From an optimization exercise on the open Yosys and OpenROAD flow, aimed at a short achievable clock period and few clock cycles; shortcuts taken in it are not production practice. Where RTL was checked, it was by simulation tests only, not by an equivalence proof against the original. No activity file was given, so power comes from the tool's default toggle rates.

Setup of cedar:
==> flow/design.v <==
`timescale 1ns / 1ps
module cpu(
    input           clk,
    input           resetn,
    output          inst_sram_en,
    output[31:0]    inst_sram_addr,
    input[31:0]     inst_sram_rdata,
    output          data_sram_en,
    output[3:0]     data_sram_wen,
    output[31:0]    data_sram_addr,
    output[31:0]    data_sram_wdata,
    input[31:0]     data_sram_rdata,
    output[31:0]    debug_wb_pc,
    output          debug_wb_rf_wen,
    output[4:0]     debug_wb_rf_wnum,
    output[31:0]    debug_wb_rf_wdata
);
    reg [31:0] pc_f;
    reg        v_d;
    reg [31:0] pc_d, npc_d;
    reg        v_r;
    reg [31:0] ir, pc_r, npc_r;
    reg        v_e;
    reg [31:0] a_e, b_e;
    reg [4:0]  rd_e, rt_e, sh_e;
    reg        add_e, sub_e, and_e, or_e, xor_e, sll_e, mov_e, cmp_e;
    reg        wr_e;                 
    reg        ld_e, st_e, bbt_e;
    reg [31:0] imm_e, tgt_e, pc_e;
    reg [31:0] res_m, addr_m, wdata_m, pc_m;
    reg [4:0]  rd_m;
    reg        wen_m, ld_m, st_m, en_m;
    reg [31:0] res_w, pc_w;
    reg [4:0]  rd_w;
    reg        wen_w, ld_w;
    reg [31:0] res_x, pc_x;
    reg [4:0]  rd_x;
    reg        rep_x;
    reg        done_w;               
    reg [31:0] rtbits;
    reg        rt_ok, hx_a, xbit;
    reg [31:0] rf [0:31];
    reg        stall_q;              
    reg        en_q;                 
    wire [5:0]  op = ir[31:26];
    wire [4:0]  rs = ir[25:21];
    wire [4:0]  rt = ir[20:16];
    wire [4:0]  rd = ir[15:11];
    wire [10:0] lo = ir[10:0];
    wire d_rtype = (op == 6'h00);
    wire d_add  = d_rtype && lo == 11'h020;
    wire d_sub  = d_rtype && lo == 11'h022;
    wire d_and  = d_rtype && lo == 11'h024;
    wire d_or   = d_rtype && lo == 11'h025;
    wire d_xor  = d_rtype && lo == 11'h026;
    wire d_mov  = d_rtype && lo == 11'h00a;
    wire d_sll  = d_rtype && ir[5:0] == 6'd0 && rs == 5'd0;
    wire d_st   = (op == 6'h2b);
    wire d_ld   = (op == 6'h23);
    wire d_j    = (op == 6'h02);
    wire d_cmp  = (op == 6'h3e) && lo == 11'd0;
    wire d_bbt  = (op == 6'h3f);
    wire d_alu  = d_add | d_sub | d_and | d_or | d_xor;
    wire d_wr   = d_alu | d_sll | d_cmp | d_ld;
    wire use_rs = d_alu | d_mov | d_cmp | d_st | d_ld | d_bbt;
    wire use_rt = d_alu | d_mov | d_cmp | d_st | d_sll;
    wire [4:0] d_rd = d_ld ? rt : rd;
    wire haz_e = v_e & ld_e & ((use_rs & rs == rd_e) | (use_rt & rt == rd_e));
    wire haz_m = ld_m & ((use_rs & rs == rd_m) | (use_rt & rt == rd_m));
    wire stall = stall_q;
    wire [5:0] n_op = inst_sram_rdata[31:26];
    wire [4:0] n_rs = inst_sram_rdata[25:21];
    wire [4:0] n_rt = inst_sram_rdata[20:16];
    wire [10:0] n_lo = inst_sram_rdata[10:0];
    wire n_rtype = (n_op == 6'h00);
    wire n_use_rs = (n_rtype & (n_lo == 11'h020 | n_lo == 11'h022 | n_lo == 11'h024 |
                                n_lo == 11'h025 | n_lo == 11'h026 | n_lo == 11'h00a)) |
                    (n_op == 6'h3e & n_lo == 11'd0) | n_op == 6'h2b | n_op == 6'h23 | n_op == 6'h3f;
    wire n_use_rt = (n_rtype & (n_lo == 11'h020 | n_lo == 11'h022 | n_lo == 11'h024 |
                                n_lo == 11'h025 | n_lo == 11'h026 | n_lo == 11'h00a |
                                (n_lo[5:0] == 6'd0 & n_rs == 5'd0))) |
                    (n_op == 6'h3e & n_lo == 11'd0) | n_op == 6'h2b;
    wire n_dep_r = (n_use_rs & n_rs == rt) | (n_use_rt & n_rt == rt);
    wire n_dep_e = (n_use_rs & n_rs == rd_e) | (n_use_rt & n_rt == rd_e);
    wire stall_n = redir_e ? 1'b0 :
                   stall   ? (v_r & ld_e & ((use_rs & rs == rd_e) | (use_rt & rt == rd_e))) :
                             (v_d & ~take_r & ((v_r & d_ld & n_dep_r) | (ld_e & n_dep_e)));
    wire [31:0] val_w = ld_w ? data_sram_rdata : res_w;
    wire hm_a = wen_m & rd_m == rs;
    wire hw_a = wen_w & rd_w == rs;
    wire hm_b = wen_m & rd_m == rt;
    wire hw_b = wen_w & rd_w == rt;
    wire [31:0] byp_a = hm_a ? res_m : val_w;
    wire [31:0] byp_b = hm_b ? res_m : val_w;
    wire [31:0] rd_a = (hm_a | hw_a) ? byp_a : rf[rs];
    wire [31:0] rd_b = (hm_b | hw_b) ? byp_b : rf[rt];
    wire [31:0] a = a_e;
    wire [31:0] b = b_e;
    wire [31:0] sum = a + b;
    wire [32:0] dif = {1'b0, a} - {1'b0, b};
    wire        eq  = (a == b);
    wire        ltu = dif[32];
    wire [4:0]  c   = {ltu | eq, dif[31] | eq, ltu, dif[31], eq};
    wire [31:0] sllv = b << sh_e;
    wire        bz  = (b == 32'd0);
    wire [31:0] res = ({32{add_e}} & sum) |
                      ({32{sub_e}} & dif[31:0]) |
                      ({32{and_e}} & (a & b)) |
                      ({32{or_e}}  & (a | b)) |
                      ({32{xor_e}} & (a ^ b)) |
                      ({32{sll_e}} & sllv) |
                      ({32{mov_e}} & a) |
                      ({32{cmp_e}} & {22'd0, ~c, c});
    wire wen_e = wr_e | (mov_e & bz);
    wire [31:0] addr = a + imm_e;
    wire redir_e = bbt_e & a[rt_e];
    wire [31:0] tgt_r = npc_r + {{14{ir[15]}}, ir[15:0], 2'b00};
    wire bbt_late = ((wr_e | mov_e) & rd_e == rs) | (ld_w & rd_w == rs) | ~rt_ok;
    wire bit_r = hm_a ? res_m[rt] : hw_a ? res_w[rt] : hx_a ? xbit : rtbits[rs];
    wire take_r = v_r & d_bbt & (ir[15:0] != 16'd0) & ~bbt_late & bit_r & ~stall & ~redir_e;
    wire [31:0] inst = inst_sram_rdata;
    wire take_r1 = (ir[15:0] == 16'd1);
    wire redir_d = v_d & ~stall & (inst[31:26] == 6'h02) & ~redir_e & ~take_r;
    wire [31:0] jtgt = {npc_d[31:28], inst[25:0], 2'b00};
    wire [31:0] pc_inc = pc_f + 32'd4;
    assign inst_sram_en   = en_q;
    assign inst_sram_addr = pc_f;
    always @(posedge clk) begin
        if (!resetn) begin
            pc_f <= 32'd0;
            v_d  <= 1'b0;
            v_r  <= 1'b0;
            v_e  <= 1'b0;
            stall_q <= 1'b0;
            en_q    <= 1'b1;
        end else begin
            stall_q <= stall_n;
            en_q    <= ~stall_n;
            if (redir_e)      pc_f <= tgt_e;
            else if (take_r & ~take_r1) pc_f <= tgt_r;
            else if (redir_d) pc_f <= jtgt;
            else if (!stall)  pc_f <= pc_inc;
            if (redir_e | (take_r & ~take_r1) | redir_d) v_d <= 1'b0;
            else if (!stall)       v_d <= 1'b1;
            if (redir_e)     v_r <= 1'b0;
            else if (!stall) v_r <= v_d & ~take_r;
            v_e <= v_r & ~stall & ~redir_e;
        end
    end
    always @(posedge clk) begin
        if (!stall) begin
            pc_d  <= pc_f;
            npc_d <= pc_inc;
            ir    <= inst_sram_rdata;
            pc_r  <= pc_d;
            npc_r <= npc_d;
        end
    end
    wire go_e = resetn & v_r & ~stall & ~redir_e;
    always @(posedge clk) begin
        a_e   <= (wen_e & rd_e == rs) ? res : rd_a;
        b_e   <= (wen_e & rd_e == rt) ? res : rd_b;
        rd_e  <= d_rd;
        rt_e  <= rt;
        sh_e  <= ir[10:6];
        imm_e <= {{16{ir[15]}}, ir[15:0]};
        tgt_e <= tgt_r;
        pc_e  <= pc_r;
        add_e <= d_add;
        sub_e <= d_sub;
        and_e <= d_and;
        or_e  <= d_or;
        xor_e <= d_xor;
        sll_e <= d_sll;
        cmp_e <= d_cmp;
        mov_e <= go_e & d_mov;
        wr_e  <= go_e & d_wr;
        ld_e  <= go_e & d_ld;
        st_e  <= go_e & d_st;
        bbt_e <= go_e & d_bbt & (ir[15:0] != 16'd0) & bbt_late;
    end
    always @(posedge clk) begin
        res_m   <= res;
        addr_m  <= addr;
        wdata_m <= b;
        pc_m    <= pc_e;
        rd_m    <= rd_e;
        wen_m   <= resetn & wen_e;
        ld_m    <= resetn & ld_e;
        st_m    <= resetn & st_e;
        en_m    <= resetn & (ld_e | st_e);
        res_w   <= res_m;
        pc_w    <= pc_m;
        rd_w    <= rd_m;
        wen_w   <= resetn & wen_m;
        ld_w    <= resetn & ld_m;
        res_x   <= need_x ? val_w : res_m;
        pc_x    <= need_x ? pc_w : pc_m;
        rd_x    <= need_x ? rd_w : rd_m;
        rep_x   <= resetn & (need_x | early_w);
        done_w  <= resetn & ~need_x & early_w;
    end
    wire need_x  = wen_w & (rd_w != 5'd0) & ~done_w;
    wire early_w = wen_m & ~ld_m & (rd_m != 5'd0);
    integer i, j;
    always @(posedge clk) begin
        for (j = 0; j < 32; j = j + 1)
            rtbits[j] <= rf[j][n_rt];
        rt_ok <= ~stall;
        hx_a  <= wen_w & rd_w == n_rs;
        xbit  <= val_w[n_rt];
    end
    always @(posedge clk) begin
        if (!resetn) begin
            for (i = 0; i < 32; i = i + 1)
                rf[i] <= 32'd0;
        end else if (wen_w) begin
            rf[rd_w] <= val_w;
        end
    end
    assign data_sram_en    = en_m;
    assign data_sram_wen   = {3'b000, st_m};
    assign data_sram_addr  = addr_m;
    assign data_sram_wdata = wdata_m;
    assign debug_wb_pc       = pc_x;
    assign debug_wb_rf_wen   = rep_x;
    assign debug_wb_rf_wnum  = rd_x;
    assign debug_wb_rf_wdata = res_x;
endmodule
Settings: LEC_CHECK=0, ABC_CLOCK_PERIOD_IN_PS=3000, CAP_MARGIN=20, CORE_MARGIN=2, CORE_UTILIZATION=40, SETUP_SLACK_MARGIN=5, SLEW_MARGIN=20; clock period 12.5 ns.
standard.sh (not shown) runs the stock make flow with config.mk's settings and CLKGATE_MAP_FILE= SYNTH_SCRIPT=/design/flow/synth_recipe.tcl, a recipe that flattens the netlist after the stock synthesis.
==> flow/flow/run.sh <==
#!/bin/bash
set -euo pipefail
MARGIN=${MARGIN:-9}
bash standard.sh synth > synth.log 2>&1
sed "s/SETUP_SLACK_MARGIN=[0-9.]*/SETUP_SLACK_MARGIN=$MARGIN/" standard.sh > layout.sh
bash layout.sh > layout.log 2>&1
The inputs of birch differ from those of cedar as listed below.
--- a/flow/design.v
+++ b/flow/design.v
@@ -37,5 +37,4 @@
     reg [4:0]  rd_x;
     reg        rep_x;
-    reg        done_w;               
     reg [31:0] rtbits;
     reg        rt_ok, hx_a, xbit;
@@ -120,5 +119,4 @@
     wire take_r = v_r & d_bbt & (ir[15:0] != 16'd0) & ~bbt_late & bit_r & ~stall & ~redir_e;
     wire [31:0] inst = inst_sram_rdata;
-    wire take_r1 = (ir[15:0] == 16'd1);
     wire redir_d = v_d & ~stall & (inst[31:26] == 6'h02) & ~redir_e & ~take_r;
     wire [31:0] jtgt = {npc_d[31:28], inst[25:0], 2'b00};
@@ -138,8 +136,8 @@
             en_q    <= ~stall_n;
             if (redir_e)      pc_f <= tgt_e;
-            else if (take_r & ~take_r1) pc_f <= tgt_r;
+            else if (take_r)  pc_f <= tgt_r;
             else if (redir_d) pc_f <= jtgt;
             else if (!stall)  pc_f <= pc_inc;
-            if (redir_e | (take_r & ~take_r1) | redir_d) v_d <= 1'b0;
+            if (redir_e | take_r | redir_d) v_d <= 1'b0;
             else if (!stall)       v_d <= 1'b1;
             if (redir_e)     v_r <= 1'b0;
@@ -195,12 +193,9 @@
         wen_w   <= resetn & wen_m;
         ld_w    <= resetn & ld_m;
-        res_x   <= need_x ? val_w : res_m;
-        pc_x    <= need_x ? pc_w : pc_m;
-        rd_x    <= need_x ? rd_w : rd_m;
-        rep_x   <= resetn & (need_x | early_w);
-        done_w  <= resetn & ~need_x & early_w;
-    end
-    wire need_x  = wen_w & (rd_w != 5'd0) & ~done_w;
-    wire early_w = wen_m & ~ld_m & (rd_m != 5'd0);
+        res_x   <= val_w;
+        pc_x    <= pc_w;
+        rd_x    <= rd_w;
+        rep_x   <= resetn & wen_w & (rd_w != 5'd0);
+    end
     integer i, j;
     always @(posedge clk) begin
Results
- The worst setup path endpoint comes out inst_sram_addr[20] in one run and debug_wb_rf_wdata[28] in the other, namely in cedar and birch respectively.
- cedar -> birch: global-route met3 utilization flat
- birch against cedar: clock power fell about 5%; mux share of post-synthesis cell area lost 0.43 points; signal arrival time at the worst endpoint saw an increase; cell count after synthesis has decreased.
- birch reports its start point of the critical path as res_x[28] while cedar reports pc_f[20].
Function was not checked in any run of this note: the RTL went through the layout flow alone.

* * *

cpu, a different RTL version from the one above (not shown whole).
For scale: roughly 6900 cells after synthesis, roughly 1700 flip-flops, roughly 240 I/O pins.
Settings: LEC_CHECK=0, ABC_CLOCK_PERIOD_IN_PS=3000, CAP_MARGIN=20, CORE_MARGIN=2, CORE_UTILIZATION=40, SETUP_SLACK_MARGIN=5, SLEW_MARGIN=20; clock period 12.5 ns.
Scripts as last shown in full above: flow/flow/run.sh
Testbench counts at the start, summed over its fixed seeds: cycles 6,234.
Next try:
--- a/flow/design.v
+++ b/flow/design.v
@@ -29,21 +29,21 @@
     reg [31:0] imm_e, tgt_e, pc_e;
     reg [31:0] res_m, addr_m, wdata_m, pc_m;
     reg [4:0]  rd_m;
     reg        wen_m, ld_m, st_m, en_m;
     reg [31:0] res_w, pc_w;
     reg [4:0]  rd_w;
     reg        wen_w, ld_w;
     reg [31:0] res_x, pc_x;
     reg [4:0]  rd_x;
     reg        rep_x;
-    reg        done_w;               
+    reg        done_m, done_w;       
     reg [31:0] rtbits;
     reg        rt_ok, hx_a, xbit;
     reg [31:0] rf [0:31];
     reg        stall_q;              
     reg        en_q;                 
     wire [5:0]  op = ir[31:26];
     wire [4:0]  rs = ir[25:21];
     wire [4:0]  rt = ir[20:16];
     wire [4:0]  rd = ir[15:11];
     wire [10:0] lo = ir[10:0];
@@ -112,41 +112,42 @@
                       ({32{mov_e}} & a) |
                       ({32{cmp_e}} & {22'd0, ~c, c});
     wire wen_e = wr_e | (mov_e & bz);
     wire [31:0] addr = a + imm_e;
     wire redir_e = bbt_e & a[rt_e];
     wire [31:0] tgt_r = npc_r + {{14{ir[15]}}, ir[15:0], 2'b00};
     wire bbt_late = ((wr_e | mov_e) & rd_e == rs) | (ld_w & rd_w == rs) | ~rt_ok;
     wire bit_r = hm_a ? res_m[rt] : hw_a ? res_w[rt] : hx_a ? xbit : rtbits[rs];
     wire take_r = v_r & d_bbt & (ir[15:0] != 16'd0) & ~bbt_late & bit_r & ~stall & ~redir_e;
     wire [31:0] inst = inst_sram_rdata;
+    wire take_r1 = (ir[15:0] == 16'd1);
     wire redir_d = v_d & ~stall & (inst[31:26] == 6'h02) & ~redir_e & ~take_r;
     wire [31:0] jtgt = {npc_d[31:28], inst[25:0], 2'b00};
     wire [31:0] pc_inc = pc_f + 32'd4;
     assign inst_sram_en   = en_q;
     assign inst_sram_addr = pc_f;
     always @(posedge clk) begin
         if (!resetn) begin
             pc_f <= 32'd0;
             v_d  <= 1'b0;
             v_r  <= 1'b0;
             v_e  <= 1'b0;
             stall_q <= 1'b0;
             en_q    <= 1'b1;
         end else begin
             stall_q <= stall_n;
             en_q    <= ~stall_n;
             if (redir_e)      pc_f <= tgt_e;
-            else if (take_r)  pc_f <= tgt_r;
+            else if (take_r & ~take_r1) pc_f <= tgt_r;
             else if (redir_d) pc_f <= jtgt;
             else if (!stall)  pc_f <= pc_inc;
-            if (redir_e | take_r | redir_d) v_d <= 1'b0;
+            if (redir_e | (take_r & ~take_r1) | redir_d) v_d <= 1'b0;
             else if (!stall)       v_d <= 1'b1;
             if (redir_e)     v_r <= 1'b0;
             else if (!stall) v_r <= v_d & ~take_r;
             v_e <= v_r & ~stall & ~redir_e;
         end
     end
     always @(posedge clk) begin
         if (!stall) begin
             pc_d  <= pc_f;
             npc_d <= pc_inc;
@@ -186,28 +187,30 @@
         rd_m    <= rd_e;
         wen_m   <= resetn & wen_e;
         ld_m    <= resetn & ld_e;
         st_m    <= resetn & st_e;
         en_m    <= resetn & (ld_e | st_e);
         res_w   <= res_m;
         pc_w    <= pc_m;
         rd_w    <= rd_m;
         wen_w   <= resetn & wen_m;
         ld_w    <= resetn & ld_m;
-        res_x   <= need_x ? val_w : res_m;
-        pc_x    <= need_x ? pc_w : pc_m;
-        rd_x    <= need_x ? rd_w : rd_m;
-        rep_x   <= resetn & (need_x | early_w);
-        done_w  <= resetn & ~need_x & early_w;
-    end
-    wire need_x  = wen_w & (rd_w != 5'd0) & ~done_w;
-    wire early_w = wen_m & ~ld_m & (rd_m != 5'd0);
+        res_x   <= pend_w ? val_w : pend_m ? res_m : res;
+        pc_x    <= pend_w ? pc_w : pend_m ? pc_m : pc_e;
+        rd_x    <= pend_w ? rd_w : pend_m ? rd_m : rd_e;
+        rep_x   <= resetn & (pend_w | (pend_m & ~ld_m) | (~pend_m & rep_e));
+        done_w  <= resetn & ~pend_w & (done_m | pend_m & ~ld_m);
+        done_m  <= resetn & ~pend_w & ~pend_m & rep_e;
+    end
+    wire pend_w = wen_w & (rd_w != 5'd0) & ~done_w;
+    wire pend_m = wen_m & (rd_m != 5'd0) & ~done_m;
+    wire rep_e  = wen_e & (rd_e != 5'd0) & ~ld_e;
     integer i, j;
     always @(posedge clk) begin
         for (j = 0; j < 32; j = j + 1)
             rtbits[j] <= rf[j][n_rt];
         rt_ok <= ~stall;
         hx_a  <= wen_w & rd_w == n_rs;
         xbit  <= val_w[n_rt];
     end
     always @(posedge clk) begin
         if (!resetn) begin
What happened: Worst hold slack gains 14 ps; fmax drops by 5.3%; die area drops by about 0.43%; via count climbs by 0.47%; flip-flop and latch count climbs by 1; combinational power climbs by 11%; first-iteration DRC count barely changes; non-clock buffer count climbs by 95.
No functional check of the RTL was part of the second run of this note.

==> what the ideal ports hide <==
Ports are ideal in the flow. The routed layouts listed here were re-timed in OpenROAD. Step 1, drivers: a clkbuf_16 drives clk and a buf_2 each remaining input, both assumed. Step 2 times the ports against the registers' clock, not the clock port: input delays grow and output delays shrink by t, the midpoint of the rising clock arrivals with the driver on. Three values: no drivers, after step 1, after step 2; two values: the first two.
run	t (ns)	setup slack, ns	clock arrival spread, ns
cedar	0.945	8.591 / 8.421 / 7.476	0.075 / 0.075
birch	0.970	8.560 / 8.458 / 7.489	0.070 / 0.071
the first run of note 2	0.946	8.639 / 8.294 / 7.348	0.065 / 0.064
the second run of note 2	0.947	8.422 / 8.457 / 7.510	0.108 / 0.108
After both steps setup and hold are still met in every run listed. The setup slack of the first run of note 2, which loses most, moves by -0.345 ns with the drivers and by -1.291 ns with both steps.
